Background: an optimization exercise with open tools, aiming at small area. Do not read the settings as production practice.
The RTL was checked by simulation tests, not by an equivalence proof against the original design.
Power is estimated from default activity; no workload was simulated.

File: flow/design.v
`timescale 1ns / 1ps
module Final_Watch(
    input clk,
    input rst_sw,
    input [7:1] dip_sw,
    input [11:0] key_pad,
    output [7:0] seg_data,
    output [7:0] seg_com,
    output [7:0] lcd_data,
    output lcd_rs, lcd_rw, lcd_e,
    output [3:0] led_r,
    output [3:0] led_g,
    output [3:0] led_b,
    output piezo
);
    wire rst = rst_sw;
    function [3:0] dec_inc;    
        input [3:0] d;
        dec_inc = {(d[3] & ~d[0]) | (d[2] & d[1] & d[0]),
                   d[2] ^ (d[1] & d[0]),
                   (d[1] ^ d[0]) & ~d[3],
                   ~d[0]};
    endfunction
    function [3:0] dec_dec;    
        input [3:0] d;
        dec_dec = {(~d[3] & ~d[2] & ~d[1] & ~d[0]) | (d[3] & d[0]),
                   (d[2] & (d[1] | d[0])) | (d[3] & ~d[0]),
                   (d[1] & d[0]) | (d[2] & ~d[1] & ~d[0]) | (d[3] & ~d[0]),
                   ~d[0]};
    endfunction
    function [2:0] sex_inc;    
        input [2:0] d;
        sex_inc = {(d[2] & ~d[0]) | (d[1] & d[0]),
                   (d[1] ^ d[0]) & ~d[2],
                   ~d[0]};
    endfunction
    function [2:0] sex_dec;    
        input [2:0] d;
        sex_dec = {(~d[2] & ~d[1] & ~d[0]) | (d[2] & d[0]),
                   (d[1] & d[0]) | (d[2] & ~d[0]),
                   ~d[0]};
    endfunction
    function [3:0] hex_inc;    
        input [3:0] d;
        hex_inc = d ^ {d[2] & d[1] & d[0], d[1] & d[0], d[0], 1'b1};
    endfunction
    function [3:0] hex_dec;    
        input [3:0] d;
        hex_dec = d ^ {~d[2] & ~d[1] & ~d[0], ~d[1] & ~d[0], ~d[0], 1'b1};
    endfunction
    reg [5:0] k_reg, k_trig;    
    wire [5:0] k_in = {key_pad[11], key_pad[10], key_pad[9], key_pad[2], key_pad[1], key_pad[0]};
    always @(posedge clk or negedge rst) begin
        if(!rst) begin
            k_reg  <= 6'd0;
            k_trig <= 6'd0;
        end else begin
            k_reg  <= k_in;
            k_trig <= k_in & ~k_reg;
        end
    end
    wire key1 = k_trig[0], key2 = k_trig[1], key3 = k_trig[2];
    wire kstar = k_trig[3], key0 = k_trig[4], ksharp = k_trig[5];
    reg [2:0] c5;
    always @(posedge clk or negedge rst) begin
        if(!rst) c5 <= 3'd0;
        else     c5 <= {(c5[1] & c5[0]) | (c5[2] & ~c5[0]), (c5[1] ^ c5[0]) & ~c5[2], ~c5[0] | c5[2]};
    end
    wire c5_is4 = (c5 == 3'd4);           
    wire tick_1khz = (c5 == 3'd5);
    reg [3:0] cnt_lcd;
    always @(posedge clk or negedge rst) begin
        if(!rst) cnt_lcd <= 4'd0;
        else     cnt_lcd <= hex_inc(cnt_lcd);
    end
    assign lcd_e = ((cnt_lcd[3] & (cnt_lcd[2] | cnt_lcd[1] | cnt_lcd[0])) | (cnt_lcd == 4'd0)) & (c5 != 3'd0);
    reg [6:0] k125;
    always @(posedge clk or negedge rst) begin
        if(!rst) k125 <= 7'd0;
        else if(c5_is4 && cnt_lcd[2:0] == 3'd7)
            k125 <= (k125 == 7'd124) ? 7'd0 : k125 ^ {&k125[5:0], &k125[4:0], &k125[3:0], &k125[2:0], &k125[1:0], k125[0], 1'b1};
    end
    wire tick_1hz = tick_1khz & (cnt_lcd[2:0] == 3'd0) & (k125 == 7'd0);
    wire lcd_step = (cnt_lcd == 4'd8);
    reg view_24h;
    always @(posedge clk or negedge rst) begin
        if(!rst) view_24h <= 1'b1;
        else if((dip_sw[1] | dip_sw[2] | dip_sw[3] | dip_sw[4]) && key0)
            view_24h <= ~view_24h;
    end
    reg [3:0] c_h10, c_h1, c_m1, c_s1;
    reg [2:0] c_m10, c_s10;
    reg [1:0] c_state;
    always @(posedge clk or negedge rst) begin
        if(!rst) begin
            c_h10 <= 4'd1; c_h1 <= 4'd2;
            c_m10 <= 3'd0; c_m1 <= 4'd0;
            c_s10 <= 3'd0; c_s1 <= 4'd0;
        end else begin
            if(tick_1hz) begin
                if(c_s1 == 4'd9) begin
                    c_s1 <= 4'd0;
                    if(c_s10 == 3'd5) begin
                        c_s10 <= 3'd0;
                        if(c_m1 == 4'd9) begin
                            c_m1 <= 4'd0;
                            if(c_m10 == 3'd5) begin
                                c_m10 <= 3'd0;
                                if(c_h10 == 4'd2 && c_h1 == 4'd3) begin
                                    c_h10 <= 4'd0; c_h1 <= 4'd0;
                                end
                                else if(c_h1 == 4'd9) begin
                                    c_h1 <= 4'd0; c_h10 <= hex_inc(c_h10);
                                end
                                else c_h1 <= dec_inc(c_h1);
                            end
                            else c_m10 <= sex_inc(c_m10);
                        end
                        else c_m1 <= dec_inc(c_m1);
                    end
                    else c_s10 <= sex_inc(c_s10);
                end
                else c_s1 <= dec_inc(c_s1);
            end
            if(dip_sw[1]) begin
                case(c_state)
                    2'd1: begin
                        if(key3) begin
                            if(c_h10 == 4'd2 && c_h1 == 4'd3) begin c_h10 <= 4'd0; c_h1 <= 4'd0; end
                            else if(c_h1 == 4'd9) begin c_h1 <= 4'd0; c_h10 <= hex_inc(c_h10); end
                            else c_h1 <= dec_inc(c_h1);
                        end
                        if(key1) begin
                            if(c_h10 == 4'd0 && c_h1 == 4'd0) begin c_h10 <= 4'd2; c_h1 <= 4'd3; end
                            else if(c_h1 == 4'd0) begin c_h1 <= 4'd9; c_h10 <= hex_dec(c_h10); end
                            else c_h1 <= dec_dec(c_h1);
                        end
                    end
                    2'd2: begin
                        if(key3) begin
                            if(c_m1 == 4'd9) begin
                                c_m1 <= 4'd0;
                                c_m10 <= sex_inc(c_m10);
                            end
                            else c_m1 <= dec_inc(c_m1);
                        end
                        if(key1) begin
                            if(c_m10 == 3'd0 && c_m1 == 4'd0) begin c_m10 <= 3'd5; c_m1 <= 4'd9; end
                            else if(c_m1 == 4'd0) begin
                                c_m1 <= 4'd9;
                                c_m10 <= sex_dec(c_m10);
                            end
                            else c_m1 <= dec_dec(c_m1);
                        end
                    end
                    2'd3: begin
                        if(key2) begin c_s10 <= 3'd0; c_s1 <= 4'd0; end
                    end
                    default: ;
                endcase
            end
        end
    end
    always @(posedge clk or negedge rst) begin
        if(!rst) c_state <= 2'd0;
        else if(dip_sw[1]) begin
            if(kstar)       c_state <= {c_state[1] ~^ c_state[0], ~c_state[0]};
            else if(ksharp) c_state <= {c_state[1] ^ c_state[0], ~c_state[0]};
        end
        else c_state <= 2'd0;
    end
    reg [2:0] a_state;
    reg [3:0] al_h10, al_h1, al_m1, al_s1;
    reg [2:0] al_m10, al_s10;
    reg is_ringing, alarm_set;
    reg [2:0] a_state_up, a_state_dn;
    always @(*) begin
        case(a_state)
            3'd0: begin a_state_up = 3'd1; a_state_dn = 3'd4; end
            3'd1: begin a_state_up = 3'd2; a_state_dn = 3'd0; end
            3'd2: begin a_state_up = 3'd3; a_state_dn = 3'd1; end
            3'd3: begin a_state_up = 3'd4; a_state_dn = 3'd2; end
            default: begin a_state_up = 3'd0; a_state_dn = 3'd3; end
        endcase
    end
    wire al_match = {c_h10, c_h1, c_m10, c_m1, c_s10, c_s1} ==
                    {al_h10, al_h1, al_m10, al_m1, al_s10, al_s1};
    always @(posedge clk or negedge rst) begin
        if(!rst) begin
            a_state <= 3'd0;
            {al_h10, al_h1, al_m10, al_m1, al_s10, al_s1} <= 22'd0;
            is_ringing <= 1'b0;
            alarm_set  <= 1'b0;
        end else begin
            if(is_ringing && key0) is_ringing <= 1'b0;
            if(a_state == 3'd4 && al_match) is_ringing <= 1'b1;
            if(dip_sw[5]) begin
                if(kstar)       a_state <= a_state_dn;
                else if(ksharp) a_state <= a_state_up;
                if(a_state == 3'd0 && key2) begin
                    {al_h10, al_h1, al_m10, al_m1, al_s10, al_s1} <= 22'd0;
                    alarm_set  <= 1'b0;
                    is_ringing <= 1'b0;
                end
                if(a_state == 3'd1) begin
                    if(key3) begin
                        alarm_set <= 1'b1;
                        if(al_h10 == 4'd2 && al_h1 == 4'd3) begin al_h10 <= 4'd0; al_h1 <= 4'd0; end
                        else if(al_h1 == 4'd9) begin al_h1 <= 4'd0; al_h10 <= hex_inc(al_h10); end
                        else al_h1 <= dec_inc(al_h1);
                    end
                    if(key1) begin
                        alarm_set <= 1'b1;
                        if(al_h10 == 4'd0 && al_h1 == 4'd0) begin al_h10 <= 4'd2; al_h1 <= 4'd3; end
                        else if(al_h1 == 4'd0) begin al_h1 <= 4'd9; al_h10 <= hex_dec(al_h10); end
                        else al_h1 <= dec_dec(al_h1);
                    end
                end
                else if(a_state == 3'd2) begin
                    if(key3) begin
                        alarm_set <= 1'b1;
                        if(al_m1 == 4'd9) begin
                            al_m1 <= 4'd0;
                            al_m10 <= sex_inc(al_m10);
                        end
                        else al_m1 <= dec_inc(al_m1);
                    end
                    if(key1) begin
                        alarm_set <= 1'b1;
                        if(al_m10 == 3'd0 && al_m1 == 4'd0) begin al_m10 <= 3'd5; al_m1 <= 4'd9; end
                        else if(al_m1 == 4'd0) begin
                            al_m1 <= 4'd9;
                            al_m10 <= sex_dec(al_m10);
                        end
                        else al_m1 <= dec_dec(al_m1);
                    end
                end
                else if(a_state == 3'd3) begin
                    if(key3) begin
                        alarm_set <= 1'b1;
                        if(al_s1 == 4'd9) begin
                            al_s1 <= 4'd0;
                            al_s10 <= sex_inc(al_s10);
                        end
                        else al_s1 <= dec_inc(al_s1);
                    end
                    if(key1) begin
                        alarm_set <= 1'b1;
                        if(al_s10 == 3'd0 && al_s1 == 4'd0) begin al_s10 <= 3'd5; al_s1 <= 4'd9; end
                        else if(al_s1 == 4'd0) begin
                            al_s1 <= 4'd9;
                            al_s10 <= sex_dec(al_s10);
                        end
                        else al_s1 <= dec_dec(al_s1);
                    end
                    if(key2) begin
                        alarm_set <= 1'b1;
                        al_s10 <= 3'd0;
                        al_s1  <= 4'd0;
                    end
                end
            end
        end
    end
    reg [3:0] tm_m1, tm_s1;
    reg [2:0] tm_m10, tm_s10;
    reg [1:0] t_state;
    reg is_run, is_end;
    always @(posedge clk or negedge rst) begin
        if(!rst) begin
            t_state <= 2'd0;
            is_run <= 1'b0;
            is_end <= 1'b0;
            {tm_m10, tm_m1, tm_s10, tm_s1} <= 14'd0;
        end else begin
            if(is_run && tick_1hz) begin
                if(tm_s1 == 4'd0) begin
                    if(tm_s10 == 3'd0) begin
                        if(tm_m1 == 4'd0) begin
                            if(tm_m10 == 3'd0) begin
                                is_run <= 1'b0;
                                is_end <= 1'b1;
                            end
                            else begin
                                tm_m10 <= sex_dec(tm_m10);
                                tm_m1  <= 4'd9;
                                tm_s10 <= 3'd5;
                                tm_s1  <= 4'd9;
                            end
                        end
                        else begin
                            tm_m1  <= dec_dec(tm_m1);
                            tm_s10 <= 3'd5;
                            tm_s1  <= 4'd9;
                        end
                    end
                    else begin
                        tm_s10 <= sex_dec(tm_s10);
                        tm_s1  <= 4'd9;
                    end
                end
                else tm_s1 <= dec_dec(tm_s1);
            end
            if(dip_sw[6]) begin
                if(kstar)       t_state <= {t_state[1] ~^ t_state[0], ~t_state[0]};
                else if(ksharp) t_state <= {t_state[1] ^ t_state[0], ~t_state[0]};
                if(t_state == 2'd3 && key0) begin
                    if(is_end) begin
                        is_end  <= 1'b0;
                        t_state <= 2'd0;
                    end
                    else is_run <= ~is_run;
                end
                if(t_state == 2'd1) begin
                    if(key3) begin
                        if(tm_m1 == 4'd9) begin
                            tm_m1 <= 4'd0;
                            tm_m10 <= sex_inc(tm_m10);
                        end
                        else tm_m1 <= dec_inc(tm_m1);
                    end
                    if(key1) begin
                        if(tm_m10 == 3'd0 && tm_m1 == 4'd0) begin tm_m10 <= 3'd5; tm_m1 <= 4'd9; end
                        else if(tm_m1 == 4'd0) begin
                            tm_m1 <= 4'd9;
                            tm_m10 <= sex_dec(tm_m10);
                        end
                        else tm_m1 <= dec_dec(tm_m1);
                    end
                end
                if(t_state == 2'd2) begin
                    if(key3) begin
                        if(tm_s1 == 4'd9) begin
                            tm_s1 <= 4'd0;
                            tm_s10 <= sex_inc(tm_s10);
                        end
                        else tm_s1 <= dec_inc(tm_s1);
                    end
                    if(key1) begin
                        if(tm_s10 == 3'd0 && tm_s1 == 4'd0) begin tm_s10 <= 3'd5; tm_s1 <= 4'd9; end
                        else if(tm_s1 == 4'd0) begin
                            tm_s1 <= 4'd9;
                            tm_s10 <= sex_dec(tm_s10);
                        end
                        else tm_s1 <= dec_dec(tm_s1);
                    end
                end
                if(t_state == 2'd0) begin
                    {tm_m10, tm_m1, tm_s10, tm_s1} <= 14'd0;
                    is_run <= 1'b0;
                    is_end <= 1'b0;
                end
            end
        end
    end
    reg [1:0] g_state;
    reg [3:0] g_d3, g_d2, g_d1, g_d0;
    reg g_valid, g_stale;
    wire g_all9 = (g_d3 == 4'd9) && (g_d2 == 4'd9) && (g_d1 == 4'd9) && (g_d0 == 4'd9);
    wire g_wait_done = (g_d3 == 4'd3);
    wire g_inc = tick_1khz && !key0 &&
                 ((g_state == 2'd1 && !g_wait_done) || (g_state == 2'd2 && !g_all9));
    wire g_go2 = (g_state == 2'd1) && !key0 && tick_1khz && g_wait_done;
    always @(posedge clk or negedge rst) begin
        if(!rst) begin
            g_state <= 2'd0;
            {g_d3, g_d2, g_d1, g_d0} <= 16'd0;
            g_valid <= 1'b0;
            g_stale <= 1'b0;
        end else if(dip_sw[7]) begin
            g_stale <= key0 | g_go2;
            if(g_state == 2'd0 || g_go2) begin
                {g_d3, g_d2, g_d1, g_d0} <= 16'd0;
            end else if(g_inc) begin
                g_d0 <= dec_inc(g_d0);
                if(g_d0 == 4'd9) begin
                    g_d1 <= dec_inc(g_d1);
                    if(g_d1 == 4'd9) begin
                        g_d2 <= dec_inc(g_d2);
                        if(g_d2 == 4'd9) g_d3 <= dec_inc(g_d3);
                    end
                end
            end
            case(g_state)
                2'd0: begin
                    g_valid <= 1'b0;
                    if(key0) g_state <= 2'd1;
                end
                2'd1: begin
                    if(key0) g_state <= 2'd3;
                    else if(g_go2) g_state <= 2'd2;
                end
                2'd2: begin
                    if(key0) begin
                        g_state <= 2'd3;
                        g_valid <= 1'b1;
                    end
                end
                2'd3: begin
                    if(key0) g_state <= 2'd0;
                end
            endcase
        end
    end
    reg g_r, g_g, g_b;
    always @(*) begin
        case(g_state)
            2'd0: {g_r, g_g, g_b} = g_stale ? {1'b1, g_valid, g_valid} : 3'b000;
            2'd1: {g_r, g_g, g_b} = g_stale ? 3'b000 : 3'b001;
            2'd2: {g_r, g_g, g_b} = g_stale ? 3'b001 : 3'b010;
            default: {g_r, g_g, g_b} = {1'b1, g_valid, g_valid};
        endcase
    end
    assign led_r = {4{dip_sw[7] & g_r}};
    assign led_g = {4{dip_sw[7] & g_g}};
    assign led_b = {4{dip_sw[7] & g_b}};
    reg [4:0] base_hour_24, off_h, city_hour_24;
    reg [3:0] city_h10_24, city_h1_24, disp_h10, disp_h1;
    always @(*) begin
        base_hour_24 = (c_h10 * 5'd10) + c_h1;
        if(dip_sw[2])      off_h = 5'd10;
        else if(dip_sw[3]) off_h = 5'd15;
        else if(dip_sw[4]) off_h = 5'd16;
        else               off_h = 5'd0;
        city_hour_24 = base_hour_24 + off_h;
        if(city_hour_24 >= 5'd24) city_hour_24 = city_hour_24 - 5'd24;
        if(city_hour_24 >= 5'd20) begin
            city_h10_24 = 4'd2; city_h1_24 = city_hour_24 - 5'd20;
        end else if(city_hour_24 >= 5'd10) begin
            city_h10_24 = 4'd1; city_h1_24 = city_hour_24 - 5'd10;
        end else begin
            city_h10_24 = 4'd0; city_h1_24 = city_hour_24[3:0];
        end
        if(view_24h) begin
            disp_h10 = city_h10_24; disp_h1 = city_h1_24;
        end else if(city_h10_24 == 0 && city_h1_24 == 0) begin
            disp_h10 = 4'd1; disp_h1 = 4'd2;
        end else if(city_h10_24 == 1 && city_h1_24 > 4'd2) begin
            disp_h10 = 4'd0; disp_h1 = city_h1_24 - 4'd2;
        end else if(city_h10_24 == 2) begin
            disp_h10 = (city_h1_24 >= 4'd2) ? 4'd1 : 4'd0;
            if(city_h1_24 == 4'd0)      disp_h1 = 4'd8;
            else if(city_h1_24 == 4'd1) disp_h1 = 4'd9;
            else                        disp_h1 = city_h1_24 - 4'd2;
        end else begin
            disp_h10 = city_h10_24; disp_h1 = city_h1_24;
        end
    end
    reg [2:0] digit_sel;
    always @(posedge clk or negedge rst) begin
        if(!rst) digit_sel <= 3'd0;
        else if(c5_is4) digit_sel <= sex_inc(digit_sel);
    end
    reg [3:0] hex_in;
    reg [7:0] com;
    always @(*) begin
        case(digit_sel)
            3'd0: com = 8'b1111_1110;
            3'd1: com = 8'b1111_1101;
            3'd2: com = 8'b1111_1011;
            3'd3: com = 8'b1111_0111;
            3'd4: com = 8'b1110_1111;
            default: com = 8'b1101_1111;
        endcase
        if(dip_sw[7]) begin
            if(!g_valid) hex_in = 4'hE;
            else case(digit_sel)
                3'd0: hex_in = g_d0;
                3'd1: hex_in = g_d1;
                3'd2: hex_in = g_d2;
                3'd3: hex_in = g_d3;
                default: hex_in = 4'h0;
            endcase
        end else if(dip_sw[6]) begin
            case(digit_sel)
                3'd0: hex_in = tm_s1;
                3'd1: hex_in = {1'b0, tm_s10};
                3'd2: hex_in = tm_m1;
                3'd3: hex_in = {1'b0, tm_m10};
                default: hex_in = 4'h0;
            endcase
        end else begin
            case(digit_sel)
                3'd0: hex_in = c_s1;
                3'd1: hex_in = {1'b0, c_s10};
                3'd2: hex_in = c_m1;
                3'd3: hex_in = {1'b0, c_m10};
                3'd4: hex_in = dip_sw[5] ? c_h1 : disp_h1;
                default: hex_in = dip_sw[5] ? c_h10 : disp_h10;
            endcase
        end
    end
    assign seg_com = com;
    reg [6:0] seg7;
    always @(*) begin
        case(hex_in)
            4'h0: seg7 = 7'b1111110;
            4'h1: seg7 = 7'b0110000;
            4'h2: seg7 = 7'b1101101;
            4'h3: seg7 = 7'b1111001;
            4'h4: seg7 = 7'b0110011;
            4'h5: seg7 = 7'b1011011;
            4'h6: seg7 = 7'b1011111;
            4'h7: seg7 = 7'b1110000;
            4'h8: seg7 = 7'b1111111;
            4'h9: seg7 = 7'b1111011;
            4'hA: seg7 = 7'b1110111;
            4'hB: seg7 = 7'b0011111;
            4'hC: seg7 = 7'b1001110;
            4'hD: seg7 = 7'b0111101;
            4'hE: seg7 = 7'b1001111;
            default: seg7 = 7'b1000111;
        endcase
    end
    assign seg_data = {seg7, ~dip_sw[7] & (digit_sel == 3'd2 || digit_sel == 3'd4)};
    wire pz_en = ~dip_sw[7] & (dip_sw[6] ? is_end : is_ringing);
    reg [2:0] pz_lo;       
    reg [5:0] pz_hi;       
    reg [4:0] pz_p;        
    wire pz_tick = pz_hi[5] & pz_hi[4] & pz_hi[1];
    reg pz_on;
    always @(*) begin
        case(pz_p)
            5'd0, 5'd1, 5'd3, 5'd4, 5'd6, 5'd7, 5'd8, 5'd9, 5'd10, 5'd11, 5'd18, 5'd19: pz_on = 1'b1;
            default: pz_on = 1'b0;
        endcase
    end
    always @(posedge clk or negedge rst) begin
        if(!rst) begin
            pz_lo <= 3'd0; pz_hi <= 6'd0; pz_p <= 5'd0;
        end else if(!pz_en) begin
            pz_lo <= 3'd0; pz_hi <= 6'd0; pz_p <= 5'd0;
        end else begin
            pz_lo <= {pz_lo[1] & pz_lo[0], pz_lo[1] ^ pz_lo[0], ~pz_lo[0] & ~pz_lo[2]};
            if(pz_tick) pz_hi <= 6'd0;
            else if(pz_lo[2]) pz_hi <= pz_hi ^ {&pz_hi[4:0], &pz_hi[3:0], &pz_hi[2:0], &pz_hi[1:0], pz_hi[0], 1'b1};
            if(pz_tick) pz_p <= (pz_p == 5'd19) ? 5'd2 : pz_p ^ {&pz_p[3:0], &pz_p[2:0], &pz_p[1:0], pz_p[0], 1'b1};
        end
    end
    wire pz_late = |pz_p[4:1];
    assign piezo = pz_on & (pz_hi[0] ^ (pz_late & ~(pz_lo[2] | pz_lo[1] | pz_lo[0])));
    localparam DELAY = 3'b000, FUNCTION_SET = 3'b001, ENTRY_MODE = 3'b010,
               DISP_ONOFF = 3'b011, LINE1 = 3'b100, LINE2 = 3'b101, DELAY_T = 3'b110;
    reg [2:0] l_state;
    reg [6:0] l_cnt;
    reg [7:0] l_data;
    wire [3:0] ci = l_cnt[3:0];
    wire [6:0] l_cnt_inc = l_cnt ^ {&l_cnt[5:0], &l_cnt[4:0], &l_cnt[3:0], &l_cnt[2:0], &l_cnt[1:0], l_cnt[0], 1'b1};
    wire line2 = l_state[0];
    reg [7:0] ch;
    always @(*) begin
        ch = 8'h20;
        if(!line2) begin
            if(dip_sw[7]) begin
                case(ci)
                    4'd2: ch = 8'h52;
                    4'd3: ch = 8'h65;
                    4'd4: ch = 8'h61;
                    4'd5: ch = 8'h63;
                    4'd6: ch = 8'h74;
                    4'd7: ch = 8'h69;
                    4'd8: ch = 8'h6F;
                    4'd9: ch = 8'h6E;
                    4'd11: ch = 8'h54;
                    4'd12: ch = 8'h65;
                    4'd13: ch = 8'h73;
                    4'd14: ch = 8'h74;
                    default: ch = 8'h20;
                endcase
            end
            else if(dip_sw[6]) begin
                case(ci)
                    4'd3: ch = 8'h54;
                    4'd4: ch = 8'h69;
                    4'd5: ch = 8'h6D;
                    4'd6: ch = 8'h65;
                    4'd7: ch = 8'h72;
                    4'd9: ch = 8'h4D;
                    4'd10: ch = 8'h6F;
                    4'd11: ch = 8'h64;
                    4'd12: ch = 8'h65;
                    default: ch = 8'h20;
                endcase
            end
            else if(dip_sw[5]) begin
                case(ci)
                    4'd3: ch = 8'h41;
                    4'd4: ch = 8'h6C;
                    4'd5: ch = 8'h61;
                    4'd6: ch = 8'h72;
                    4'd7: ch = 8'h6D;
                    4'd9: ch = 8'h4D;
                    4'd10: ch = 8'h6F;
                    4'd11: ch = 8'h64;
                    4'd12: ch = 8'h65;
                    default: ch = 8'h20;
                endcase
            end
            else if(dip_sw[1]) begin
                case(ci)
                    4'd5: ch = 8'h53;
                    4'd6: ch = 8'h65;
                    4'd7: ch = 8'h6F;
                    4'd8: ch = 8'h75;
                    4'd9: ch = 8'h6C;
                    default: ch = 8'h20;
                endcase
            end
            else if(dip_sw[2]) begin
                case(ci)
                    4'd4: ch = 8'h4E;
                    4'd5: ch = 8'h65;
                    4'd6: ch = 8'h77;
                    4'd8: ch = 8'h59;
                    4'd9: ch = 8'h6F;
                    4'd10: ch = 8'h72;
                    4'd11: ch = 8'h6B;
                    default: ch = 8'h20;
                endcase
            end
            else if(dip_sw[3]) begin
                case(ci)
                    4'd5: ch = 8'h4C;
                    4'd6: ch = 8'h6F;
                    4'd7: ch = 8'h6E;
                    4'd8: ch = 8'h64;
                    4'd9: ch = 8'h6F;
                    4'd10: ch = 8'h6E;
                    default: ch = 8'h20;
                endcase
            end
            else if(dip_sw[4]) begin
                case(ci)
                    4'd5: ch = 8'h50;
                    4'd6: ch = 8'h61;
                    4'd7: ch = 8'h72;
                    4'd8: ch = 8'h69;
                    4'd9: ch = 8'h73;
                    default: ch = 8'h20;
                endcase
            end
        end else begin
            if(dip_sw[7]) begin
                case(g_state)
                    2'd0: begin
                        case(ci)
                            4'd5: ch = 8'h53;
                            4'd6: ch = 8'h74;
                            4'd7: ch = 8'h61;
                            4'd8: ch = 8'h72;
                            4'd9: ch = 8'h74;
                            default: ch = 8'h20;
                        endcase
                    end
                    2'd1: begin
                        case(ci)
                            4'd5: ch = 8'h52;
                            4'd6: ch = 8'h65;
                            4'd7: ch = 8'h61;
                            4'd8: ch = 8'h64;
                            4'd9: ch = 8'h79;
                            default: ch = 8'h20;
                        endcase
                    end
                    2'd2: begin
                        case(ci)
                            4'd1: ch = 8'h57;
                            4'd2: ch = 8'h61;
                            4'd3: ch = 8'h69;
                            4'd4: ch = 8'h74;
                            4'd6: ch = 8'h66;
                            4'd7: ch = 8'h6F;
                            4'd8: ch = 8'h72;
                            4'd10: ch = 8'h47;
                            4'd11: ch = 8'h72;
                            4'd12: ch = 8'h65;
                            4'd13: ch = 8'h65;
                            4'd14: ch = 8'h6E;
                            default: ch = 8'h20;
                        endcase
                    end
                    default: begin
                        if(!g_valid) begin
                            case(ci)
                                4'd4: ch = 8'h54;
                                4'd5: ch = 8'h6F;
                                4'd6: ch = 8'h6F;
                                4'd8: ch = 8'h46;
                                4'd9: ch = 8'h61;
                                4'd10: ch = 8'h73;
                                4'd11: ch = 8'h74;
                                default: ch = 8'h20;
                            endcase
                        end
                        else if(g_d3 == 4'd0 && g_d2[3:1] == 3'd0) begin
                            case(ci)
                                4'd4: ch = 8'h47;
                                4'd5: ch = 8'h72;
                                4'd6: ch = 8'h65;
                                4'd7: ch = 8'h61;
                                4'd8: ch = 8'h74;
                                default: ch = 8'h20;
                            endcase
                        end
                        else if(g_d3 == 4'd0 && g_d2[3:2] == 2'd0 && !(g_d2[1] & g_d2[0])) begin
                            case(ci)
                                4'd5: ch = 8'h47;
                                4'd6: ch = 8'h6F;
                                4'd7: ch = 8'h6F;
                                4'd8: ch = 8'h64;
                                default: ch = 8'h20;
                            endcase
                        end
                        else begin
                            case(ci)
                                4'd5: ch = 8'h53;
                                4'd6: ch = 8'h6C;
                                4'd7: ch = 8'h6F;
                                4'd8: ch = 8'h77;
                                default: ch = 8'h20;
                            endcase
                        end
                    end
                endcase
            end else if(dip_sw[6]) begin
                case(t_state)
                    2'd0: begin
                        case(ci)
                            4'd3: ch = 8'h52;
                            4'd4: ch = 8'h65;
                            4'd5: ch = 8'h73;
                            4'd6: ch = 8'h65;
                            4'd7: ch = 8'h74;
                            4'd9: ch = 8'h4D;
                            4'd10: ch = 8'h6F;
                            4'd11: ch = 8'h64;
                            4'd12: ch = 8'h65;
                            default: ch = 8'h20;
                        endcase
                    end
                    2'd1: begin
                        case(ci)
                            4'd3: ch = 8'h53;
                            4'd4: ch = 8'h65;
                            4'd5: ch = 8'h74;
                            4'd7: ch = 8'h4D;
                            4'd8: ch = 8'h69;
                            4'd9: ch = 8'h6E;
                            4'd10: ch = 8'h75;
                            4'd11: ch = 8'h74;
                            4'd12: ch = 8'h65;
                            default: ch = 8'h20;
                        endcase
                    end
                    2'd2: begin
                        case(ci)
                            4'd3: ch = 8'h53;
                            4'd4: ch = 8'h65;
                            4'd5: ch = 8'h74;
                            4'd7: ch = 8'h53;
                            4'd8: ch = 8'h65;
                            4'd9: ch = 8'h63;
                            4'd10: ch = 8'h6F;
                            4'd11: ch = 8'h6E;
                            4'd12: ch = 8'h64;
                            default: ch = 8'h20;
                        endcase
                    end
                    default: begin
                        if(is_end) begin
                            case(ci)
                                4'd3: ch = 8'h54;
                                4'd4: ch = 8'h69;
                                4'd5: ch = 8'h6D;
                                4'd6: ch = 8'h65;
                                4'd8: ch = 8'h4F;
                                4'd9: ch = 8'h56;
                                4'd10: ch = 8'h45;
                                4'd11: ch = 8'h52;
                                4'd12: ch = 8'h21;
                                4'd13: ch = 8'h21;
                                4'd14: ch = 8'h21;
                                default: ch = 8'h20;
                            endcase
                        end
                        else if(is_run) begin
                            case(ci)
                                4'd3: ch = 8'h52;
                                4'd4: ch = 8'h75;
                                4'd5: ch = 8'h6E;
                                4'd6: ch = 8'h6E;
                                4'd7: ch = 8'h69;
                                4'd8: ch = 8'h6E;
                                4'd9: ch = 8'h67;
                                4'd10: ch = 8'h2E;
                                4'd11: ch = 8'h2E;
                                4'd12: ch = 8'h2E;
                                default: ch = 8'h20;
                            endcase
                        end
                        else begin
                            case(ci)
                                4'd3: ch = 8'h50;
                                4'd4: ch = 8'h61;
                                4'd5: ch = 8'h75;
                                4'd6: ch = 8'h73;
                                4'd7: ch = 8'h65;
                                4'd8: ch = 8'h2F;
                                4'd9: ch = 8'h52;
                                4'd10: ch = 8'h65;
                                4'd11: ch = 8'h61;
                                4'd12: ch = 8'h64;
                                4'd13: ch = 8'h79;
                                default: ch = 8'h20;
                            endcase
                        end
                    end
                endcase
            end else if(dip_sw[5]) begin
                case(a_state)
                    3'd0: begin
                        if(!alarm_set) begin
                            case(ci)
                                4'd0: ch = 8'h41;
                                4'd1: ch = 8'h6C;
                                4'd2: ch = 8'h61;
                                4'd3: ch = 8'h72;
                                4'd4: ch = 8'h6D;
                                4'd5: ch = 8'h3A;
                                4'd6: ch = 8'h4E;
                                4'd7: ch = 8'h6F;
                                4'd8: ch = 8'h6E;
                                default: ch = 8'h20;
                            endcase
                        end
                        else begin
                            case(ci)
                                4'd0: ch = 8'h41;
                                4'd1: ch = 8'h6C;
                                4'd2: ch = 8'h61;
                                4'd3: ch = 8'h72;
                                4'd4: ch = 8'h6D;
                                4'd5: ch = 8'h3A;
                                4'd6: ch = 8'h4F;
                                4'd7: ch = 8'h46;
                                4'd8: ch = 8'h46;
                                default: ch = 8'h20;
                            endcase
                        end
                    end
                    3'd1: begin
                        case(ci)
                            4'd0: ch = 8'h53;
                            4'd1: ch = 8'h65;
                            4'd2: ch = 8'h74;
                            4'd4: ch = 8'h48;
                            4'd6: ch = {4'h3, al_h10};
                            4'd7: ch = {4'h3, al_h1};
                            4'd8: ch = 8'h3A;
                            4'd9: ch = {4'h3, {1'b0, al_m10}};
                            4'd10: ch = {4'h3, al_m1};
                            4'd11: ch = 8'h3A;
                            4'd12: ch = {4'h3, {1'b0, al_s10}};
                            4'd13: ch = {4'h3, al_s1};
                            default: ch = 8'h20;
                        endcase
                    end
                    3'd2: begin
                        case(ci)
                            4'd0: ch = 8'h53;
                            4'd1: ch = 8'h65;
                            4'd2: ch = 8'h74;
                            4'd4: ch = 8'h4D;
                            4'd6: ch = {4'h3, al_h10};
                            4'd7: ch = {4'h3, al_h1};
                            4'd8: ch = 8'h3A;
                            4'd9: ch = {4'h3, {1'b0, al_m10}};
                            4'd10: ch = {4'h3, al_m1};
                            4'd11: ch = 8'h3A;
                            4'd12: ch = {4'h3, {1'b0, al_s10}};
                            4'd13: ch = {4'h3, al_s1};
                            default: ch = 8'h20;
                        endcase
                    end
                    3'd3: begin
                        case(ci)
                            4'd0: ch = 8'h53;
                            4'd1: ch = 8'h65;
                            4'd2: ch = 8'h74;
                            4'd4: ch = 8'h53;
                            4'd6: ch = {4'h3, al_h10};
                            4'd7: ch = {4'h3, al_h1};
                            4'd8: ch = 8'h3A;
                            4'd9: ch = {4'h3, {1'b0, al_m10}};
                            4'd10: ch = {4'h3, al_m1};
                            4'd11: ch = 8'h3A;
                            4'd12: ch = {4'h3, {1'b0, al_s10}};
                            4'd13: ch = {4'h3, al_s1};
                            default: ch = 8'h20;
                        endcase
                    end
                    default: begin
                        if(is_ringing) begin
                            case(ci)
                                4'd0: ch = 8'h41;
                                4'd1: ch = 8'h6C;
                                4'd2: ch = 8'h61;
                                4'd3: ch = 8'h72;
                                4'd4: ch = 8'h6D;
                                4'd6: ch = 8'h52;
                                4'd7: ch = 8'h69;
                                4'd8: ch = 8'h6E;
                                4'd9: ch = 8'h67;
                                4'd10: ch = 8'h69;
                                4'd11: ch = 8'h6E;
                                4'd12: ch = 8'h67;
                                4'd13: ch = 8'h21;
                                4'd14: ch = 8'h21;
                                default: ch = 8'h20;
                            endcase
                        end
                        else begin
                            case(ci)
                                4'd0: ch = 8'h41;
                                4'd1: ch = 8'h6C;
                                4'd2: ch = 8'h61;
                                4'd3: ch = 8'h72;
                                4'd4: ch = 8'h6D;
                                4'd6: ch = {4'h3, al_h10};
                                4'd7: ch = {4'h3, al_h1};
                                4'd8: ch = 8'h3A;
                                4'd9: ch = {4'h3, {1'b0, al_m10}};
                                4'd10: ch = {4'h3, al_m1};
                                4'd11: ch = 8'h3A;
                                4'd12: ch = {4'h3, {1'b0, al_s10}};
                                4'd13: ch = {4'h3, al_s1};
                                default: ch = 8'h20;
                            endcase
                        end
                    end
                endcase
            end else if(dip_sw[1]) begin
                case(c_state)
                    2'd0: begin
                        if(view_24h) begin
                            case(ci)
                                4'd4: ch = 8'h4D;
                                4'd5: ch = 8'h6F;
                                4'd6: ch = 8'h64;
                                4'd7: ch = 8'h65;
                                4'd8: ch = 8'h3A;
                                4'd9: ch = 8'h32;
                                4'd10: ch = 8'h34;
                                4'd11: ch = 8'h48;
                                default: ch = 8'h20;
                            endcase
                        end
                        else begin
                            case(ci)
                                4'd4: ch = 8'h4D;
                                4'd5: ch = 8'h6F;
                                4'd6: ch = 8'h64;
                                4'd7: ch = 8'h65;
                                4'd8: ch = 8'h3A;
                                4'd9: ch = 8'h31;
                                4'd10: ch = 8'h32;
                                4'd11: ch = 8'h48;
                                default: ch = 8'h20;
                            endcase
                        end
                    end
                    2'd1: begin
                        case(ci)
                            4'd3: ch = 8'h41;
                            4'd4: ch = 8'h64;
                            4'd5: ch = 8'h6A;
                            4'd6: ch = 8'h75;
                            4'd7: ch = 8'h73;
                            4'd8: ch = 8'h74;
                            4'd10: ch = 8'h48;
                            4'd11: ch = 8'h6F;
                            4'd12: ch = 8'h75;
                            4'd13: ch = 8'h72;
                            default: ch = 8'h20;
                        endcase
                    end
                    2'd2: begin
                        case(ci)
                            4'd3: ch = 8'h41;
                            4'd4: ch = 8'h64;
                            4'd5: ch = 8'h6A;
                            4'd6: ch = 8'h75;
                            4'd7: ch = 8'h73;
                            4'd8: ch = 8'h74;
                            4'd10: ch = 8'h4D;
                            4'd11: ch = 8'h69;
                            4'd12: ch = 8'h6E;
                            default: ch = 8'h20;
                        endcase
                    end
                    default: begin
                        case(ci)
                            4'd4: ch = 8'h52;
                            4'd5: ch = 8'h65;
                            4'd6: ch = 8'h73;
                            4'd7: ch = 8'h65;
                            4'd8: ch = 8'h74;
                            4'd10: ch = 8'h53;
                            4'd11: ch = 8'h65;
                            4'd12: ch = 8'h63;
                            default: ch = 8'h20;
                        endcase
                    end
                endcase
            end else if(dip_sw[2] | dip_sw[3] | dip_sw[4]) begin
                if(view_24h) begin
                    case(ci)
                        4'd4: ch = 8'h4D;
                        4'd5: ch = 8'h6F;
                        4'd6: ch = 8'h64;
                        4'd7: ch = 8'h65;
                        4'd8: ch = 8'h3A;
                        4'd9: ch = 8'h32;
                        4'd10: ch = 8'h34;
                        4'd11: ch = 8'h48;
                        default: ch = 8'h20;
                    endcase
                end
                else begin
                    case(ci)
                        4'd4: ch = 8'h4D;
                        4'd5: ch = 8'h6F;
                        4'd6: ch = 8'h64;
                        4'd7: ch = 8'h65;
                        4'd8: ch = 8'h3A;
                        4'd9: ch = 8'h31;
                        4'd10: ch = 8'h32;
                        4'd11: ch = 8'h48;
                        default: ch = 8'h20;
                    endcase
                end
            end
        end
    end
    always @(posedge clk or negedge rst) begin
        if(!rst) begin
            l_state <= DELAY;
            l_cnt <= 7'd0;
        end else if(lcd_step) begin
            case(l_state)
                DELAY: begin
                    if(l_cnt == 7'd70) begin l_state <= FUNCTION_SET; l_cnt <= 7'd0; end
                    else l_cnt <= l_cnt_inc;
                end
                FUNCTION_SET: begin
                    if(l_cnt == 7'd30) begin l_state <= DISP_ONOFF; l_cnt <= 7'd0; end
                    else l_cnt <= l_cnt_inc;
                end
                DISP_ONOFF: begin
                    if(l_cnt == 7'd30) begin l_state <= ENTRY_MODE; l_cnt <= 7'd0; end
                    else l_cnt <= l_cnt_inc;
                end
                ENTRY_MODE: begin
                    if(l_cnt == 7'd30) begin l_state <= LINE1; l_cnt <= 7'd0; end
                    else l_cnt <= l_cnt_inc;
                end
                LINE1: begin
                    if(l_cnt == 7'd16) begin l_state <= LINE2; l_cnt <= 7'd0; end
                    else l_cnt <= l_cnt_inc;
                end
                LINE2: begin
                    if(l_cnt == 7'd16) begin l_state <= DELAY_T; l_cnt <= 7'd0; end
                    else l_cnt <= l_cnt_inc;
                end
                default: begin
                    if(l_cnt == 7'd5) begin l_state <= LINE1; l_cnt <= 7'd0; end
                    else l_cnt <= l_cnt_inc;
                end
            endcase
        end
    end
    always @(posedge clk or negedge rst) begin
        if(!rst) begin
            l_data <= 8'h00;
        end else if(lcd_step) begin
            case(l_state)
                DELAY:        l_data <= 8'h00;
                FUNCTION_SET: l_data <= 8'h38;
                DISP_ONOFF:   l_data <= 8'h0C;
                ENTRY_MODE:   l_data <= 8'h06;
                LINE1, LINE2: l_data <= !l_cnt[4] ? ch : (line2 ? 8'h80 : 8'hC0);
                default:      l_data <= 8'h02;
            endcase
        end
    end
    wire l_first = (l_state == DELAY) || (l_state == FUNCTION_SET && l_cnt == 7'd0);
    assign lcd_rw = l_first;
    assign lcd_rs = l_first || (l_state[2:1] == 2'b10 && l_cnt != 7'd0);
    assign lcd_data = l_data;
endmodule
File: flow/flow/run.sh
#!/bin/bash
# Own flow: the standard synthesis, then the same synthesis again with an
# area-oriented ABC script and without adder cells; if the registers of the
# two netlists agree (names and cell types) the second netlist is laid out
# by the standard flow, otherwise the standard one is.
set -u
W=$(pwd)
R=$W/orfs/results/$FLOW_PLATFORM/Final_Watch/base
bash standard.sh synth > std_synth.log 2>&1 || exit 1
cp $R/1_2_yosys.v $W/ref_1_2_yosys.v
make -C $FLOW_HOME DESIGN_CONFIG=$W/config.mk WORK_HOME=$W/orfs CLKGATE_MAP_FILE= \
  SYNTH_SCRIPT=$W/flow/my_synth.tcl ADDER_MAP_FILE= do-yosys > my_synth.log 2>&1
ok=0
if [ -s $R/1_2_yosys.v ] && grep -q "endmodule" $R/1_2_yosys.v; then
  cp $R/1_2_yosys.v $W/own_1_2_yosys.v
  python3 $W/flow/fixnames.py $W/ref_1_2_yosys.v $W/own_1_2_yosys.v $W/own_fixed_1_2_yosys.v > fixnames.log 2>&1 \
    && cp $W/own_fixed_1_2_yosys.v $R/1_2_yosys.v
  python3 $W/flow/regs.py $W/ref_1_2_yosys.v > regs_ref.txt
  python3 $W/flow/regs.py $R/1_2_yosys.v > regs_own.txt
  if [ -s regs_ref.txt ] && cmp -s regs_ref.txt regs_own.txt; then ok=1; fi
fi
if [ $ok = 1 ]; then
  echo "own synthesis used" > synth_choice.txt
else
  echo "registers differ or own synthesis failed: standard synthesis used" > synth_choice.txt
  cp $W/ref_1_2_yosys.v $R/1_2_yosys.v
fi
touch $R/1_2_yosys.v
CTS_ARGS="-sink_clustering_enable -repair_clock_nets -buf_list sky130_fd_sc_hd__clkbuf_8 -dont_use_dummy_load" BUFFER_PORTS_ARGS="-buffer_cell sky130_fd_sc_hd__buf_1" bash standard.sh > std_layout.log 2>&1
File: flow/flow/area.abc
strash
&get -n
&deepsyn -J 100
&put
dch -f
amap
topo
File: flow/flow/fixnames.py
# Gives the flip-flops of the own netlist (argv[2]) that have generated names
# (_NNNN_) the name that the standard netlist (argv[1]) gives the flip-flop
# driving the same Q net. Writes the result to argv[3].
import re, sys
FF = re.compile(r'^(\s*)(sky130_fd_sc_hd__(?:df|sdf|edf|dl)\w*)\s+(\S+)\s*\((.*?)\);', re.M | re.S)
def flops(text):
    out = {}
    for m in FF.finditer(text):
        q = re.search(r'\.Q\(\s*(.*?)\s*\)', m.group(4))
        if q:
            out[q.group(1)] = (m.group(3), m.group(2))
    return out
ref = open(sys.argv[1]).read()
own = open(sys.argv[2]).read()
rf, of = flops(ref), flops(own)
names = set(re.findall(r'(?<![\w\\$])(_\d+_)(?!\w)', own))
ren = {}
for q, (rn, rt) in rf.items():
    if q not in of:
        continue
    on, ot = of[q]
    if on != rn:
        if not re.fullmatch(r'_\d+_', on) or rn in names:
            sys.exit("cannot rename %s to %s" % (on, rn))
        ren[on] = rn
def sub(m):
    n = m.group(3)
    if n in ren:
        return m.group(0).replace(' ' + n + ' ', ' ' + ren[n] + ' ', 1)
    return m.group(0)
new = FF.sub(sub, own)
open(sys.argv[3], 'w').write(new)
print("renamed", ren)
File: flow/flow/my_synth.tcl
# The standard synthesis (synth_recipe.tcl) with two changes: no adder-cell
# extraction (ADDER_MAP_FILE is empty on the make line) and an area-oriented
# ABC script for the combinational logic. Registers are mapped as before.
proc synth {args} { yosys synth -nofsm -noshare {*}$args }
set my_abc_script [file join [file dirname [file normalize [info script]]] area.abc]
proc abc {args} {
  global my_abc_script
  set out {}
  set skip 0
  foreach a $args {
    if {$skip} { set skip 0; continue }
    if {$a eq "-script"} { set skip 1; continue }
    lappend out $a
  }
  yosys abc -script $my_abc_script {*}$out
}
source $::env(SCRIPTS_DIR)/synth.tcl
# left out here: clear keep_hierarchy, flatten, clean up, hide names made inside functions, write 1_2_yosys.v
File: flow/flow/regs.py
# Lists the flip-flop instances (name, cell type without drive strength) of a netlist.
import re, sys
s = open(sys.argv[1]).read()
regs = sorted((n, re.sub(r'_\d+$', '', t)) for t, n in
              re.findall(r'^\s*(sky130_fd_sc_hd__(?:df|sdf|edf|dl)\w*)\s+(\S+)\s*\(', s, re.M))
for n, t in regs:
    print(t, n)
File: flow/standard.sh
#!/bin/bash
# synth_recipe.tcl (not shown) runs the flow's synth.tcl, then flattens the netlist and writes it again
# the make line also repeats each setting of config.mk as NAME=value (left out here)
make -C /OpenROAD-flow-scripts/flow DESIGN_CONFIG=/design/flow/config.mk WORK_HOME=/design/flow/orfs CLKGATE_MAP_FILE= SYNTH_SCRIPT=/design/flow/synth_recipe.tcl "${@:-finish}"
File: flow/config.mk
export PLATFORM = sky130hd
export DESIGN_NAME = Final_Watch
export DESIGN_NICKNAME = Final_Watch
export VERILOG_FILES = /design/flow/design.v
export SDC_FILE = /design/flow/constraint.sdc
export NUM_CORES = 4
export LEC_CHECK = 0
export CAP_MARGIN = 20
export CORE_MARGIN = 2
export CORE_UTILIZATION = 60
export CTS_BUF_LIST = sky130_fd_sc_hd__clkbuf_8
export SLEW_MARGIN = 20
File: flow/constraint.sdc
create_clock -name core_clock -period 22.0 [get_ports {clk}]
set_input_delay 4.4000 -clock core_clock [delete_from_list [all_inputs] [get_ports {clk}]]
set_output_delay 4.4000 -clock core_clock [all_outputs]
set_load 0.01 [all_outputs]
==> notes.md, run 1 <==
most frequent CP cell=nand2_1; PD cells=93.2 nW/um^2; n_diodes=0; Synth Flop Type=dfrtp_1; PortBufs=52; number of global-route vias before repair=12300; CTS tree=built; initial antenna violation count=0; first-pass GRT wire length=66700 microns; CP required=17.60 ns; Setup WS pre-CTS=8.31 ns; Hold Startpoint=k_reg[3]; status=complete, no violations; Die Y-Extent=138 microns; CTS Buf Count=17; Vias/cell=6.97; setup TNS=0 ns; Syn. warnings=1; DR vias=13000; area share of the largest cell type after synthesis=34.3%; CP Capture Type=output port; largest net degree at the start of global routing=81; Starting Density=60.6%; Mapped Cells=1567; largest family of logic cells by synthesized area=simple AND/OR/NAND/NOR gates; Synth Area in Adders=0%; Max Freq=0.0705 GHz; layout cell share with drive strength beyond 1=2.13%; drt first-iter violations=2028; slack of the worst reg-to-reg path=16.69 ns; Hold Path End=k_trig[3]; mux cell area share after synthesis=0%; detailed-route DRC error count=0; Worst Slack Setup Final=7.82 ns; Design Power=0.00108 W; Layout Nets=1663; synth top area cells=dfrtp_1 (34%), nor2_1 (14%), clkinv_1 (8.1%), o21ai_0 (5.0%), o22ai_1 (4.1%); Final period util=64.4%; top post-synthesis cells by count=nor2_1 (399), clkinv_1 (232), dfrtp_1 (148); FF-to-FF Start=l_cnt[1]; Worst Skew=0.0387 ns; die width=138 microns; WL final=43000 microns; Post-Syn Area=10800 sq um; num rows=49; Critical Path Start Type=input port; Final Setup Violations=0; die area=19100 sq um; Max Cap Violations=0; post-layout min period=14.18 ns; Overflow after GRT=0; critical path peak fanout=6; Syn Area/Cell=6.90 sq um; max reg flops=8; Core ar.=17800 sq um; CTS resizes=0; Pins Over Slew Limit=0; area delta synth->final=6.93%; Top Ports=61; post-synthesis register bit count=151; area leader, netlist=dfrtp_1; final instance count without filler cells=1869; Inst Count DP=1852; CTS Buffer Depth=2; GP Congestion=1.11; Max stage delay cell, worst path=a2111oi_0; Biggest register=l_data; Hold Path Class=reg -> reg; wire per inst=23.0 microns; clock latency (worst-skew pair)=0.49 ns; Synth Area in Compound Gates=27.6%; maximum vdd drop=67.9 uV; largest stage delay on the critical path=0.63 ns; CP arrival=9.78 ns; count leader, synth=nor2_1; sequential area share after synthesis=35.0%; Final Hold Viols=0; synth unique cells=51; Rel. slew slack=22.2%; ys async rst share=100%; RSZ-0062 raised after global routing=false; Final ANT Viol Nets=0; Hold Buf Count CTS=0; H-tree depth=4; post-layout util=64.8%; TritonRoute pass-1 iters=9; clk sinks=151; setup bufs post-CTS=0; reg2reg end=l_data[2]; gr usage total=44.4%; simple-gate share of the synthesized area=28.6%; Post-synth EDFFs=0; Worst Hold Depth=1; critical path class=in -> out; detailed placer's ending HPWL=33000 microns; worst slew pin tran=1.16 ns; Leak=4.32 nW; clk root buf=clkbuf_8; Clk pin slew, worst setup/hold paths=0.07 ns; r2r worst-path depth=14; biggest regs=l_data (8), k125 (7), l_cnt (7); xor/xnor share of the synthesized area=0%
[layout make-up]
type                            count  area [sq um]
Multi-Input combinational cell   1174          6080
Clock buffer                       17           234
Sequential cell                   151          3780
Tap cell                          229           287
Inverter                          232           871
Timing Repair Buffer               66           308
Fill cell                        1596          6280
[power by group]
part	internal, W	total, W	switching [W]
sequential	0.000335	0.000431	0.0000965
clock	0.0000682	0.000169	0.000101
combinational	0.000149	0.000478	0.000328
total	0.000552	0.00108	0.000526
[worst max-delay path by stage]
| stage | startpoint | slack, ns | end | cells past startpoint |
|---|---|---|---|---|
| after floorplan | dip_sw[2] | 9.71 | seg_data[5] | 28 |
| after global placement | dip_sw[2] | 8.38 | seg_data[5] | 33 |
| after detailed placement | dip_sw[2] | 8.31 | seg_data[5] | 33 |
| after CTS | dip_sw[2] | 8.15 | seg_data[5] | 33 |
| after global routing | dip_sw[2] | 7.32 | seg_data[5] | 33 |
| final | dip_sw[2] | 7.82 | seg_data[5] | 33 |
[logic make-up (layout without fill, tap and decap cells)]
kind of cell / after synthesis / in the layout
other: 1 / 2
DFF: 151 / 151
and+or+nand+nor: 721 / 721
buffers and inverters: 243 / 315
AOI/OAI and AO/OA: 451 / 451
[layer usage]
metal  track usage [%]  routed length [microns]
met1              57.6                    16000
met2              66.3                    17900
met3              14.4                     6230
met4              24.0                     2890
met5                 0                        0
[worst max-delay path, delay by kind of cell]
kind / cells / cell delay (ns)
buffers and inverters: 7 / 1.28
AND/OR/NAND/NOR: 16 / 2.22
AO/OA/AOI/OAI: 10 / 1.86
[layout by cell type, fill, tap and decap left out, drive strengths merged, types with 17 or more instances in the layout]
master     n
clkinv   232
nor2     399
nand2    115
nand3     39
nor3      77
a31oi     19
o22ai     71
dfrtp    148
a2111oi   17
a21oi     72
buf       65
nor4      28
o21ai    108
a211oi    40
clkbuf    18
[through the flow]
stage               cell area [sq um]  hold WS (ns)
floorplan                       10800         0.378
global placement                11300         0.383
detailed placement              11300         0.387
CTS                             11600         0.391
global route                    11600         0.400
finish                          11600         0.390
==> run 2: changes to the inputs <==
--- a/flow/config.mk
+++ b/flow/config.mk
@@ -7,6 +7,6 @@
 export LEC_CHECK = 0
 export CAP_MARGIN = 20
 export CORE_MARGIN = 2
-export CORE_UTILIZATION = 60
+export CORE_UTILIZATION = 40
 export CTS_BUF_LIST = sky130_fd_sc_hd__clkbuf_8
 export SLEW_MARGIN = 20
==> notes.md, run 2 <==
status=complete, no violations; PortBufs=52; largest stage delay on the critical path=0.42 ns; Syn Area/Cell=6.90 sq um; area leader, netlist=dfrtp_1; layout cell share with drive strength beyond 1=2.31%; Final ANT Viol Nets=0; Biggest register=l_data; Final period util=62.7%; slack of the worst reg-to-reg path=16.51 ns; Inst Count DP=1967; maximum vdd drop=48.9 uV; Final Setup Violations=0; Post-Syn Area=10800 sq um; die area=28400 sq um; number of global-route vias before repair=11600; count leader, synth=nor2_1; detailed-route DRC error count=0; setup TNS=0 ns; commonest non-fill, non-tap cell in the layout=nor2_1; Hold Startpoint=k_reg[5]; synth unique cells=51; Hold Path End=k_trig[5]; H-tree depth=4; Worst Skew=0.0307 ns; wire per inst=22.5 microns; initial antenna violation count=1; Max stage delay cell, worst path=a2111oi_0; worst slew pin tran=1.13 ns; Critical Path Start Type=input port; Hold Buf Count CTS=0; Leak=4.33 nW; biggest regs=l_data (8), k125 (7), l_cnt (7); WL final=44600 microns; setup bufs post-CTS=0; post-layout util=43.9%; DR vias=12400; Max Cap Violations=0; Core ar.=26700 sq um; CP required=17.60 ns; drt first-iter violations=1568; RSZ-0062 raised after global routing=false; gr usage total=31.5%; first-pass GRT wire length=68300 microns; ys async rst share=100%; Max Freq=0.0725 GHz; most frequent CP cell=nand2_1; final instance count without filler cells=1984; detailed placer's ending HPWL=34700 microns; Synth Flop Type=dfrtp_1; reg2reg end=l_data[1]; post-synthesis register bit count=151; Clk pin slew, worst setup/hold paths=0.09 ns; critical path class=in -> out; largest net degree at the start of global routing=74; Overflow after GRT=0; TritonRoute pass-1 iters=8; CTS Buffer Depth=2; Starting Density=40.5%; synth top area cells=dfrtp_1 (34%), nor2_1 (14%), clkinv_1 (8.1%), o21ai_0 (5.0%), o22ai_1 (4.1%); Rel. slew slack=23.8%; critical path peak fanout=6; clk sinks=151; Syn. warnings=1; Layout Nets=1666; Design Power=0.00108 W; Post-synth EDFFs=0; clk root buf=clkbuf_8; Vias/cell=6.24; CTS Buf Count=17; Worst Hold Depth=1; Mapped Cells=1567; clock latency (worst-skew pair)=0.47 ns; num rows=60; max reg flops=8; n_diodes=0; Top Ports=61; CP Capture Type=output port; Setup WS pre-CTS=8.27 ns; r2r worst-path depth=13; area delta synth->final=8.40%; PD cells=91.9 nW/um^2; Die Y-Extent=168 microns; CTS resizes=0; die width=168 microns; CTS tree=built; Hold Path Class=reg -> reg; post-layout min period=13.79 ns; top post-synthesis cells by count=nor2_1 (399), clkinv_1 (232), dfrtp_1 (148); CP arrival=9.39 ns; GP Congestion=1.03; FF-to-FF Start=l_cnt[1]; commonest cells after routing, fill and taps aside=nor2_1 (399), clkinv_1 (232), dfrtp_1 (148); sequential area share after synthesis=35.0%; Final Hold Viols=0; Pins Over Slew Limit=0; Worst Slack Setup Final=8.21 ns; area share of the largest cell type after synthesis=34.3%
[run 2: cell counts after synthesis]
Identical to the previous run, type by type.
[run 2: worst max-delay path by stage]
stage | to | slack [ns] | cells after the start | start
after floorplan | seg_data[5] | 9.71 | 28 | dip_sw[2]
after global placement | seg_data[5] | 8.35 | 33 | dip_sw[2]
after detailed placement | seg_data[5] | 8.27 | 33 | dip_sw[2]
after CTS | seg_data[5] | 8.23 | 33 | dip_sw[2]
after global routing | seg_data[5] | 7.50 | 29 | dip_sw[2]
final | seg_data[5] | 8.21 | 33 | dip_sw[2]
[run 2: stage by stage]
step | hold slack, ns | cell area (sq um)
2_1_floorplan | 0.378 | 10800
3_3_place_gp | 0.382 | 11500
3_5_place_dp | 0.383 | 11500
4_1_cts | 0.397 | 11700
5_1_grt | 0.407 | 11700
6_report | 0.396 | 11700
[run 2: logic make-up after synthesis]
kind of cell	after synthesis	share of synthesized area [%]
other	1	0.0347
buffers and inverters	243	8.82
flip-flops	151	35.0
AND/OR/NAND/NOR	721	28.6
AO/OA/AOI/OAI	451	27.6
[run 2: worst max-delay path, delay by kind of cell]
| kind | cells | cell delay [ns] |
|---|---|---|
| AO/OA/AOI/OAI | 10 | 1.69 |
| buffers and inverters | 7 | 1.18 |
| AND/OR/NAND/NOR | 16 | 2.11 |
[run 2: where the power goes]
part	total, W	internal, W	switching (W)	leakage, nW
clock	0.000172	0.0000684	0.000104	0.122
sequential	0.000434	0.000335	0.0000995	1.95
combinational	0.000471	0.000149	0.000322	2.26
[run 2: per-layer routing]
metal	track usage [%]	share of wire (%)	vias to the layer above
met5	0	0.036	-
met4	14.3	4.7	2
met3	7.12	9.3	146
met2	48.0	43	653
met1	42.7	43	5825
li1	-	-	5759
[run 2: area by class of cell]
type                       count  area, sq um
clock buffer                  17          234
fill                        2841        15000
sequential                   151         3780
tap                          341          427
multi-input combinational   1174         6080
inverter                     232          871
timing repair buffer          69          327
==> run 3: changes to the inputs <==
--- a/flow/flow/run.sh
+++ b/flow/flow/run.sh
@@ -26,4 +26,4 @@
   cp $W/ref_1_2_yosys.v $R/1_2_yosys.v
 fi
 touch $R/1_2_yosys.v
-CTS_ARGS="-sink_clustering_enable -repair_clock_nets -buf_list sky130_fd_sc_hd__clkbuf_8 -dont_use_dummy_load" BUFFER_PORTS_ARGS="-buffer_cell sky130_fd_sc_hd__buf_1" bash standard.sh > std_layout.log 2>&1
+CTS_ARGS="-sink_clustering_enable -repair_clock_nets -buf_list sky130_fd_sc_hd__clkbuf_8 -root_buf sky130_fd_sc_hd__clkbuf_16 -sink_clustering_buffer sky130_fd_sc_hd__clkbuf_4 -dont_use_dummy_load" BUFFER_PORTS_ARGS="-buffer_cell sky130_fd_sc_hd__buf_1" bash standard.sh > std_layout.log 2>&1
==> notes.md, run 3 <==
status=complete, no violations; largest net degree at the start of global routing=74; area share of the largest cell type after synthesis=34.3%; CTS resizes=0; gr usage total=31.5%; Final period util=62.7%; CP endpoint=seg_data[5]; Hold Buf Count CTS=0; PortBufs=52; Layout Nets=1666; H-tree depth=4; Rel. slew slack=23.6%; Mapped Cells=1567; setup bufs post-CTS=0; Max stage delay cell, worst path=a2111oi_0; Clk pin slew, worst setup/hold paths=0.09 ns; Buf/Inv on CP=7; top post-synthesis cells by count=nor2_1 (399), clkinv_1 (232), dfrtp_1 (148); Levels on crit path=33; initial antenna violation count=1; ys async rst share=100%; biggest regs=l_data (8), k125 (7), l_cnt (7); CTS tree=built; Final Hold Viols=0; layout cell share with drive strength beyond 1=2.31%; CTS Buf Count=17; WL final=44700 microns; reg2reg end=l_data[1]; FF-to-FF Start=l_cnt[1]; commonest cells after routing, fill and taps aside=nor2_1 (399), clkinv_1 (232), dfrtp_1 (148); detailed placer's ending HPWL=34700 microns; max reg flops=8; Post-synth EDFFs=0; Biggest register=l_data; met3 usage=7.59%; wire per inst=22.5 microns; sequential area share after synthesis=35.0%; slack of the worst reg-to-reg path=16.50 ns; commonest non-fill, non-tap cell in the layout=nor2_1; RSZ-0062 raised after global routing=false; GRT busiest layer=met2; Synth Flop Type=dfrtp_1; Pins Over Slew Limit=0; GP Congestion=1.03; area delta synth->final=8.53%; critical path peak fanout=6; CP required=17.60 ns; CP arrival=9.39 ns; die width=168 microns; clk sinks=151; synth top area cells=dfrtp_1 (34%), nor2_1 (14%), clkinv_1 (8.1%), o21ai_0 (5.0%), o22ai_1 (4.1%); first-pass GRT wire length=68400 microns; Top Ports=61; Max Cap Violations=0; maximum vdd drop=48.5 uV; drt first-iter violations=1488; clock latency (worst-skew pair)=0.39 ns; r2r worst-path depth=13; DR vias=12400; post-layout min period=13.79 ns; num rows=60; clk root buf=clkbuf_16; GR met1 Demand/Resource=42.6%; number of global-route vias before repair=11600; Syn. warnings=1; count leader, synth=nor2_1; Overflow after GRT=0; Hold Path Class=reg -> reg; synth unique cells=51; Final Setup Violations=0; post-synthesis register bit count=151; CP Capture Type=output port; setup TNS=0 ns; TritonRoute pass-1 iters=6; met2 Usage GRT=48.3%; PD cells=92.2 nW/um^2; Post-Syn Area=10800 sq um; Worst Skew=0.0297 ns; worst slew pin tran=1.14 ns; Leak=4.34 nW; Vias/cell=6.24; most frequent CP cell=nand2_1; Starting Density=40.5%; Critical Path Start Type=input port; CTS Buffer Depth=2; # fillers=2841; largest stage delay on the critical path=0.42 ns; Worst Hold Depth=1; Design Power=0.00108 W; Die Y-Extent=168 microns; die area=28400 sq um; area leader, netlist=dfrtp_1; detailed-route DRC error count=0; Core ar.=26700 sq um; Syn Area/Cell=6.90 sq um; crit-path leading delay family=simple AND/OR/NAND/NOR gates; Max Freq=0.0725 GHz; critical path startpoint=dip_sw[2]; Final ANT Viol Nets=0; critical path class=in -> out
run 3: cell types whose count changed in the layout (fill, tap and decap cells not counted), sizes merged:
cell,before,now
diode,0,1
run 3: how the worst min path moves through the flow:
| stage | from | end | slack, ns |
|---|---|---|---|
| 2_1_floorplan | k_reg[0] | k_trig[0] | 0.38 |
| 3_3_place_gp | k_reg[0] | k_trig[0] | 0.38 |
| 3_5_place_dp | k_reg[5] | k_trig[5] | 0.38 |
| 4_1_cts | k_reg[5] | k_trig[5] | 0.40 |
| 5_1_grt | k_reg[5] | k_trig[5] | 0.41 |
| 6_report | k_reg[5] | k_trig[5] | 0.40 |
run 3: power breakdown:
group	internal, W	switching, W	leakage (nW)
registers	0.000335	0.0000990	1.95
logic	0.000149	0.000322	2.26
clock network	0.0000733	0.000104	0.127
run 3: through the flow:
stage / hold WS [ns] / util (%) / instances / area [sq um] / worst slack (ns)
2_1_floorplan: 0.378 / - / 1568 / 10800 / 9.71
3_3_place_gp: 0.382 / 43.0 / 1967 / 11500 / 8.35
3_5_place_dp: 0.383 / 43.0 / 1967 / 11500 / 8.27
4_1_cts: 0.397 / 43.9 / 1984 / 11700 / 8.23
5_1_grt: 0.407 / 43.9 / 1984 / 11700 / 7.50
6_report: 0.396 / 43.9 / 1985 / 11700 / 8.21
run 3: cell families (layout without fill, tap and decap cells):
logic type	count (synthesis)	after routing	share of synthesized area (%)
AO/OA/AOI/OAI	451	451	27.6
buffers and inverters	243	318	8.82
flip-flops	151	151	35.0
other	1	3	0.0347
AND/OR/NAND/NOR	721	721	28.6
run 3: per-layer routing:
layer / share of wire (%) / up-vias
met4: 4.4 / 2
met1: 43 / 5841
met2: 43 / 655
met3: 9.6 / 139
met5: 0.036 / -
li1: - / 5757
run 3: cell type report:
cell class | count | area [sq um] | area share (%)
Multi-Input combinational cell | 1174 | 6080 | 51.8
Sequential cell | 151 | 3780 | 32.2
Inverter | 232 | 871 | 7.42
Tap cell | 341 | 427 | 3.64
Timing Repair Buffer | 69 | 327 | 2.78
Clock buffer | 17 | 245 | 2.09
Antenna cell | 1 | 2.50 | 0.0213

[afterwards: timing with drivers on the ports]
How much do the figures lean on ideal ports? The routed layouts below were timed once more, with nothing changed but the port constraints.
Step 1 assumes that a clkbuf_16 drives the clock port and a buf_2 every other input.
Step 2 adds t to the input delays and takes it off the output delays; t is the mean of the earliest and latest rising clock arrival at the registers after step 1. Input paths then give back, and output paths get back, about the clock's delay inside the block.
a / b / c = no drivers / after step 1 / after step 2; a / b = the first two.
run	t, ns	setup slack, ns	worst setup path at the end
run 1	0.512	7.822 / 7.791 / 7.791	input to output
run 2	0.499	8.213 / 8.178 / 8.178	input to output
run 3	0.430	8.212 / 8.176 / 8.176	input to output
After both steps every run listed still meets setup and hold. The setup slack of run 3, which loses most, moves by -0.036 ns with the drivers and by -0.036 ns with both steps.
